From an optimization exercise on the open Yosys and OpenROAD flow, aimed at small area, a short achievable clock period and few clock cycles; shortcuts taken in it are not production practice.
Function was checked by simulation only, so behaviour that the tests miss may differ from the original.
Power figures rest on the tool's default switching activity, not on a simulated workload.

Setup of v4:
==> flow/design.v (excerpt) <==
module MCPU(clk, reset, imem_addr, imem_rdata, dmem_addr, dmem_we, dmem_wdata, dmem_rdata);
input clk;
input reset;
output [7:0]  imem_addr;
input  [15:0] imem_rdata;
output [7:0]  dmem_addr;
output        dmem_we;
output [15:0] dmem_wdata;
input  [15:0] dmem_rdata;
localparam [3:0] OP_AND = 0, OP_OR = 1, OP_XOR = 2, OP_ADD = 3, OP_LSL = 4,
                 OP_RSL = 5, OP_MOV = 6, OP_LOAD = 7, OP_STORE = 8,
                 OP_SHORT = 9, OP_BNZ = 10;
reg  [7:0] pc;
assign imem_addr = pc;
wire [3:0] f_op  = imem_rdata[15:12];
wire       f_ra  = (f_op == OP_STORE) | (f_op == OP_BNZ);
reg        d_v;        
reg [15:0] d_ins;
reg [15:0] d_sel1;     
reg [15:0] d_sel2;     
wire [3:0] d_op  = d_ins[15:12];
wire [3:0] d_a   = d_ins[11:8];
wire [7:0] d_imm = d_ins[7:0];
reg        e_wr;       
reg        e_store, e_bnz;
reg [3:0]  e_rd;
reg [15:0] e_op1, e_op2;
reg [7:0]  e_imm;
  ...
Size: ~2,200 cells after synthesis, about 390 flip-flops, ~67 I/O pins, roughly 19,000 um^2 of cells after synthesis.
clock: 5.5 ns
lec_check: 0
abc_area: 1
cap_margin: 20
core_margin: 2
core_utilization: 70
cts_cluster_diameter: 90
cts_cluster_size: 24
setup_slack_margin: 3.0
slew_margin: 20
standard.sh (not shown) runs the stock make flow with config.mk's settings and CLKGATE_MAP_FILE= SYNTH_SCRIPT=/design/flow/synth_recipe.tcl, a recipe that flattens the netlist after the stock synthesis.
==> flow/flow/run.sh <==
#!/bin/bash
# The standard layout, with the port buffers made of plain buffers
# (buffer_ports otherwise picks a slow delay buffer for every port).
set -euo pipefail
export BUFFER_PORTS_ARGS="-buffer_cell sky130_fd_sc_hd__buf_2"
bash standard.sh > standard.log 2>&1
Testbench counts of v4, summed over its fixed seeds: cycles 31,575.
--- input diff v4..v34 ---
Settings: changing CTS_CLUSTER_DIAMETER from 90 to 100; removing ABC_AREA (formerly 1); changing CORE_UTILIZATION from 70 to 60; changing CTS_CLUSTER_SIZE from 24 to 30.
Results
Comparing v4 with v34, the area after synthesis came out essentially unchanged. On placed standard-cell area, v4 and v34 are neck and neck. Between v34 and v4, it is v34 whose count of nets after finishing is lower, by about 28%. v34: worst-margin pin slew 0.026 ns below v4. Re xor/xnor cell area share of the yosys netlist: v4 and v34 aren't equal, and the lower value belongs to v4. Diff v4 and v34: sequential-cell power consumption lower in v4.
What v56 does differently from v34 at the input level:
Settings: a change of CTS_CLUSTER_DIAMETER from 100 to 90; a change of CTS_CLUSTER_SIZE from 30 to 24; a change of SETUP_SLACK_MARGIN from 3.0 to 3.1; an added ABC_AREA of 1.
### Flow results
Global-route usage is higher on v56
Diff v34 -> v56 | average detailed-routed wire length per instance | down by more than 10%
From v34 to v56 the numbers moved as follows: headroom to the max-slew limit down 8.9 points; cell area after layout now sits lower.
Comparing v34 and v56, the higher wire length of the first global-routing pass is on v56.

---

v21:
The RTL this note starts from:
==> flow/design.v <==
module MCPU_Alu(in1, in2, imm, mem, tt, s_add, s_sh, s_right, s_load, s_short, out);
input [15:0] in1, in2, mem;
input [7:0] imm;
input [3:1] tt;         
input s_add, s_sh, s_right, s_load, s_short;
output [15:0] out;
function [15:0] rev16(input [15:0] x);
  integer k;
  for (k = 0; k < 16; k = k + 1) rev16[k] = x[15-k];
endfunction
wire        big = |in2[15:4];
wire [15:0] sin = s_right ? rev16(in1) : in1;
wire [15:0] sl  = sin << in2[3:0];
wire [15:0] sh  = s_right ? rev16(sl) : sl;
wire [15:0] sum = in1 + in2;
wire        s_shv = s_sh & ~big;
wire [15:0] lg = ({16{tt[3]}} &  in1 &  in2)
               | ({16{tt[2]}} &  in1 & ~in2)
               | ({16{tt[1]}} & ~in1 &  in2);
assign out = lg
           | ({16{s_add}}   & sum)
           | ({16{s_shv}}   & sh)
           | ({16{s_load}}  & mem)
           | ({16{s_short}} & {8'd0, imm});
endmodule
module MCPU_Registerfile(clk, sel1, sel2, we, rd, wd, rd1, rd2);
input clk;
input [15:0] sel1, sel2;    
input we;
input [3:0] rd;
input [15:0] wd;
output reg [15:0] rd1, rd2;
reg [255:0] R;
integer k;
always @(*) begin
  rd1 = 16'd0;
  rd2 = 16'd0;
  for (k = 0; k < 16; k = k + 1) begin
    rd1 = rd1 | ({16{sel1[k]}} & R[16*k +: 16]);
    rd2 = rd2 | ({16{sel2[k]}} & R[16*k +: 16]);
  end
end
genvar i;
generate
  for (i = 0; i < 16; i = i + 1) begin : g_reg
    always @(posedge clk)
      if (we && rd == i) R[16*i +: 16] <= wd;
  end
endgenerate
endmodule
module MCPU(clk, reset, imem_addr, imem_rdata, dmem_addr, dmem_we, dmem_wdata, dmem_rdata);
input clk;
input reset;
output [7:0]  imem_addr;
input  [15:0] imem_rdata;
output [7:0]  dmem_addr;
output        dmem_we;
output [15:0] dmem_wdata;
input  [15:0] dmem_rdata;
localparam [3:0] OP_AND = 0, OP_OR = 1, OP_XOR = 2, OP_ADD = 3, OP_LSL = 4,
                 OP_RSL = 5, OP_MOV = 6, OP_LOAD = 7, OP_STORE = 8,
                 OP_SHORT = 9, OP_BNZ = 10;
reg  [7:0] pc;
assign imem_addr = pc;
wire [3:0] f_op  = imem_rdata[15:12];
wire       f_ra  = (f_op == OP_STORE) | (f_op == OP_BNZ);
reg        d_v;        
reg [15:0] d_ins;
reg [15:0] d_sel1;     
reg [15:0] d_sel2;     
wire [3:0] d_op  = d_ins[15:12];
wire [3:0] d_a   = d_ins[11:8];
wire [7:0] d_imm = d_ins[7:0];
reg        e_wr;       
reg        e_store, e_bnz;
reg [3:0]  e_rd;
reg [15:0] e_op1, e_op2;
reg [7:0]  e_imm;
reg [3:1]  e_tt;       
reg        e_add, e_sh, e_right, e_load, e_short;
reg        w_wr;
reg [3:0]  w_rd;
reg [15:0] w_res;
wire [15:0] res;
wire [15:0] r1, r2;
MCPU_Registerfile rf(.clk(clk), .sel1(d_sel1), .sel2(d_sel2), .we(w_wr), .rd(w_rd), .wd(w_res), .rd1(r1), .rd2(r2));
MCPU_Alu alu(.in1(e_op1), .in2(e_op2), .imm(e_imm), .mem(dmem_rdata),
             .tt(e_tt), .s_add(e_add), .s_sh(e_sh),
             .s_right(e_right), .s_load(e_load), .s_short(e_short), .out(res));
assign dmem_addr  = e_imm;
assign dmem_we    = e_store;
assign dmem_wdata = e_op1;
wire mispredict = e_bnz & ~(|e_op1);       
wire smc_e  = e_store & (e_imm == pc);
wire smc_d  = d_v & (d_op == OP_STORE) & (d_imm == pc);
wire squash = mispredict | smc_e | smc_d;
wire fwd1 = e_wr & d_sel1[e_rd];
wire fwd2 = e_wr & d_sel2[e_rd];
wire fww1 = w_wr & d_sel1[w_rd];
wire fww2 = w_wr & d_sel2[w_rd];
wire [15:0] q1 = fww1 ? w_res : r1;
wire [15:0] q2 = fww2 ? w_res : r2;
wire d_live = d_v & ~mispredict;
wire       f_bnz  = (f_op == OP_BNZ);
wire [7:0] pc_seq = mispredict ? e_imm : (smc_e | smc_d) ? pc : pc + 8'd1;
always @(posedge clk or posedge reset) begin
  if (reset) begin
    pc      <= 8'd0;
    d_v     <= 1'b0;
    e_wr    <= 1'b0;
    e_store <= 1'b0;
    e_bnz   <= 1'b0;
    w_wr    <= 1'b0;
  end else begin
    pc      <= (f_bnz & ~squash) ? imem_rdata[7:0] : pc_seq;
    d_v     <= ~squash;
    e_wr    <= d_live & ((d_op <= OP_LOAD) | (d_op == OP_SHORT));
    e_store <= d_live & (d_op == OP_STORE);
    e_bnz   <= d_live & (d_op == OP_BNZ);
    w_wr    <= e_wr;
  end
end
always @(posedge clk) begin
  d_ins   <= {imem_rdata[15:8], f_bnz ? pc + 8'd1 : imem_rdata[7:0]};
  d_sel1  <= 16'd1 << (f_ra ? imem_rdata[11:8] : imem_rdata[7:4]);
  d_sel2  <= 16'd1 << imem_rdata[3:0];
  e_rd    <= d_a;
  e_op1   <= fwd1 ? res : q1;
  e_op2   <= fwd2 ? res : q2;
  w_rd    <= e_rd;
  w_res   <= res;
  e_imm   <= d_imm;
  e_tt[3] <= (d_op == OP_AND) | (d_op == OP_OR) | (d_op == OP_MOV);
  e_tt[2] <= (d_op == OP_OR) | (d_op == OP_XOR) | (d_op == OP_MOV);
  e_tt[1] <= (d_op == OP_OR) | (d_op == OP_XOR);
  e_add   <= (d_op == OP_ADD);
  e_sh    <= (d_op == OP_LSL) | (d_op == OP_RSL);
  e_right <= (d_op == OP_RSL);
  e_load  <= (d_op == OP_LOAD);
  e_short <= (d_op == OP_SHORT);
end
endmodule
export LEC_CHECK = 0
export ABC_AREA = 1
export CAP_MARGIN = 20
export CORE_MARGIN = 2
export CORE_UTILIZATION = 60
export SETUP_SLACK_MARGIN = 3.0
export SLEW_MARGIN = 20
create_clock -name core_clock -period 5.5 [get_ports {clk}]
Scripts as last shown in full above: flow/flow/run.sh
Both conditions hold for v21: the flow ran to the end and the final layout passed the timing, DRC and antenna checks.
Testbench counts of v21, summed over its fixed seeds: cycles 31,575.
Setup changes, v21 to v11
Settings: putting CTS_CLUSTER_SIZE at 24 where nothing was set; clearing ABC_AREA, which used to be 1; putting CTS_CLUSTER_DIAMETER at 90 where nothing was set.
Notes after the runs:
v11 against v21: share of the clock period used by the worst path after layout now smaller, synthesized-area fraction occupied by and/or/nand/nor cells fell by 19 points, post-layout minimum cycle time dropped 0.020 ns, post-CTS resize count saw an increase. v11 completed end to end with timing, DRC and antenna clean. Final cell count (v11 over v21): decrease, 670. Diff v21 -> v11: storage element area picked up an extra about 0.44%; clock share of power dropped 12 points; x dimension of the die ~0 delta.

---

## lane 1
Starts from the design.v that is shown in full above.
export LEC_CHECK = 0
export CAP_MARGIN = 20
export CORE_MARGIN = 2
export CORE_UTILIZATION = 60
export SETUP_SLACK_MARGIN = 3.0
export SLEW_MARGIN = 20
create_clock -name core_clock -period 5.5 [get_ports {clk}]
Scripts as last shown in full above: flow/flow/run.sh
Testbench counts of lane 1, summed over its fixed seeds: cycles 31,575.
Here is what was changed in the inputs of lane 2 compared with lane 1.
-- flow/config.mk --
<<< lane 1, line 7
export LEC_CHECK = 0
export CAP_MARGIN = 20
>>> lane 2, line 7
export LEC_CHECK = 0
export ABC_AREA = 1
export CAP_MARGIN = 20
<<< lane 1, line 10
export CORE_UTILIZATION = 60
export SETUP_SLACK_MARGIN = 3.0
>>> lane 2, line 11
export CORE_UTILIZATION = 60
export CTS_CLUSTER_DIAMETER = 100
export CTS_CLUSTER_SIZE = 30
export SETUP_SLACK_MARGIN = 3.0
--- outcome ---
[lane 2] count of vias placed by the detailed router rose 12% relative to lane 1
Taking lane 1 as the reference, in lane 2 area overhead of the layout relative to synthesis moved down, total placed instance area flat, final period demand of the worst path decreased 6.8 ps, wire length essentially unchanged, cell count climbed 592.
Proportion of final cell area spent on non-clock buffers, lane 2 and lane 1: larger value in lane 1
No run among lane 2 and lane 1 stopped early or left any final violation; all are clean.
Lane 2 ended with less buffer count from post-CTS setup fixing than lane 1.
[inputs] lane 3 vs lane 2
==> flow/config.mk <==
export PLATFORM = sky130hd
export DESIGN_NAME = MCPU
export DESIGN_NICKNAME = MCPU
export VERILOG_FILES = /design/flow/design.v
export SDC_FILE = /design/flow/constraint.sdc
export NUM_CORES = 4
export LEC_CHECK = 0
export CAP_MARGIN = 20
export CORE_MARGIN = 2
export CORE_UTILIZATION = 60
export SETUP_SLACK_MARGIN = 3.2
export SLEW_MARGIN = 20
==> comparison <==
From lane 2 to lane 3 the numbers moved as follows: portion of the clock cycle consumed by the worst path in the final layout has increased; clock tree cell share of total cell area has increased; number of CTS-inserted buffers has increased; part of the total power dissipated in combinational logic has increased.
Edits applied to the flow inputs when going from lane 3 to lane 4:
-- flow/config.mk --
<<< lane 3, line 7
export LEC_CHECK = 0
export CAP_MARGIN = 20
>>> lane 4, line 7
export LEC_CHECK = 0
export ABC_AREA = 1
export CAP_MARGIN = 20
<<< lane 3, line 10
export CORE_UTILIZATION = 60
export SETUP_SLACK_MARGIN = 3.2
export SLEW_MARGIN = 20
>>> lane 4, line 11
export CORE_UTILIZATION = 60
export CTS_CLUSTER_DIAMETER = 90
export CTS_CLUSTER_SIZE = 24
export SETUP_SLACK_MARGIN = 3.0
export SLEW_MARGIN = 20
Findings:
Diff lane 3 -> lane 4: number of antenna violations at the first check in global routing -3, number of cells upsized or downsized after cts now sits lower, maximum number of pins on one net before global-route repair rose 8, average wire per cell in the routed design now sits lower, final cell count went up 25%.
Taking lane 3 as 1.0, lane 4 lands at 0.75 on total power.
Looking only at non-clock inverter instance count of the final layout, and setting everything else aside, the higher value of lane 3 and lane 4 goes to lane 4.
In the metrics for lane 3 and lane 4, the one carrying the higher number of cells on the critical path is lane 3.
Lane 4 reports its main combinational cell family by area after synthesis as simple AND/OR/NAND/NOR gates while lane 3 reports compound AO/OA/AOI/OAI gates.
Of lane 3 and lane 4, lane 3 shows the higher minimum clock period after layout, with lane 4 below it.
## Diff of input files: lane 5 against lane 4
==> flow/run.sh (new file) <==
#!/bin/bash
# synth_recipe.tcl (not shown) runs the flow's synth.tcl, then flattens the netlist and writes it again
# the make line also repeats each setting of config.mk as NAME=value (left out here)
make -C /OpenROAD-flow-scripts/flow DESIGN_CONFIG=/design/flow/config.mk WORK_HOME=/design/flow/orfs CLKGATE_MAP_FILE= SYNTH_SCRIPT=/design/flow/synth_recipe.tcl finish
==> flow/config.mk <==
export PLATFORM = sky130hd
export DESIGN_NAME = MCPU
export DESIGN_NICKNAME = MCPU
export VERILOG_FILES = /design/flow/design.v
export SDC_FILE = /design/flow/constraint.sdc
export NUM_CORES = 4
export LEC_CHECK = 0
export CAP_MARGIN = 20
export CORE_MARGIN = 2
export CORE_UTILIZATION = 60
export SETUP_SLACK_MARGIN = 3.0
export SLEW_MARGIN = 20
removed: flow/flow/run.sh
removed: flow/standard.sh
Notes after the runs:
Of lane 5 and lane 4, the lower number of logic stages on the critical path including buffering belongs to lane 4.
Relative to lane 4, the share of the final layout cell area in multi-input gates of lane 5 is lower by 0.54 points.
Total detailed-routing wirelength for lane 5: about 2.5% up relative to lane 4

## re-timing with driven ports
In the flow no input, the clock included, has a driving cell. The finished layouts below were timed again as built, in two steps.
Step 1 (the two cells are an assumption about what drives the block):
set clk [get_ports {clk}]
set_driving_cell -lib_cell sky130_fd_sc_hd__clkbuf_16 $clk
set_driving_cell -lib_cell sky130_fd_sc_hd__buf_2 [delete_from_list [all_inputs] $clk]
Step 2 moves the port delays by t, midway between the first and last clock arrival at a register: inputs arrive t later, outputs are due t later. That takes back most of the time a late clock gives input paths.
Slacks: ideal ports / drivers / drivers and shift; pairs: ideal ports / drivers.
run | shift t [ns] | setup WS [ns] | worst setup path at the end | pins driven straight from the clock port
v4 | 0.593 | 2.982 / 2.944 / 2.814 | input to register | 1
v34 | 0.582 | 3.035 / 3.021 / 2.859 | input to register | 1
v56 | 0.611 | 3.056 / 3.056 / 2.848 | input to register | 1
v21 | 0.603 | 2.989 / 2.933 / 2.817 | input to register | 1
v11 | 0.589 | 3.009 / 3.009 / 2.847 | input to register | 1
lane 1 | 0.585 | 2.990 / 2.990 / 2.820 | input to register | 1
lane 2 | 0.587 | 2.996 / 2.941 / 2.844 | input to register | 1
lane 3 | 0.580 | 2.931 / 2.931 / 2.745 | input to register | 1
lane 4 | 0.609 | 3.018 / 2.963 / 2.855 | input to register | 1
lane 5 | 0.591 | 3.017 / 3.017 / 2.484 | input to register | 1
After both steps every run listed still meets setup and hold. The setup slack of lane 5, which loses most, moves by 0.000 ns with the drivers and by -0.533 ns with both steps.
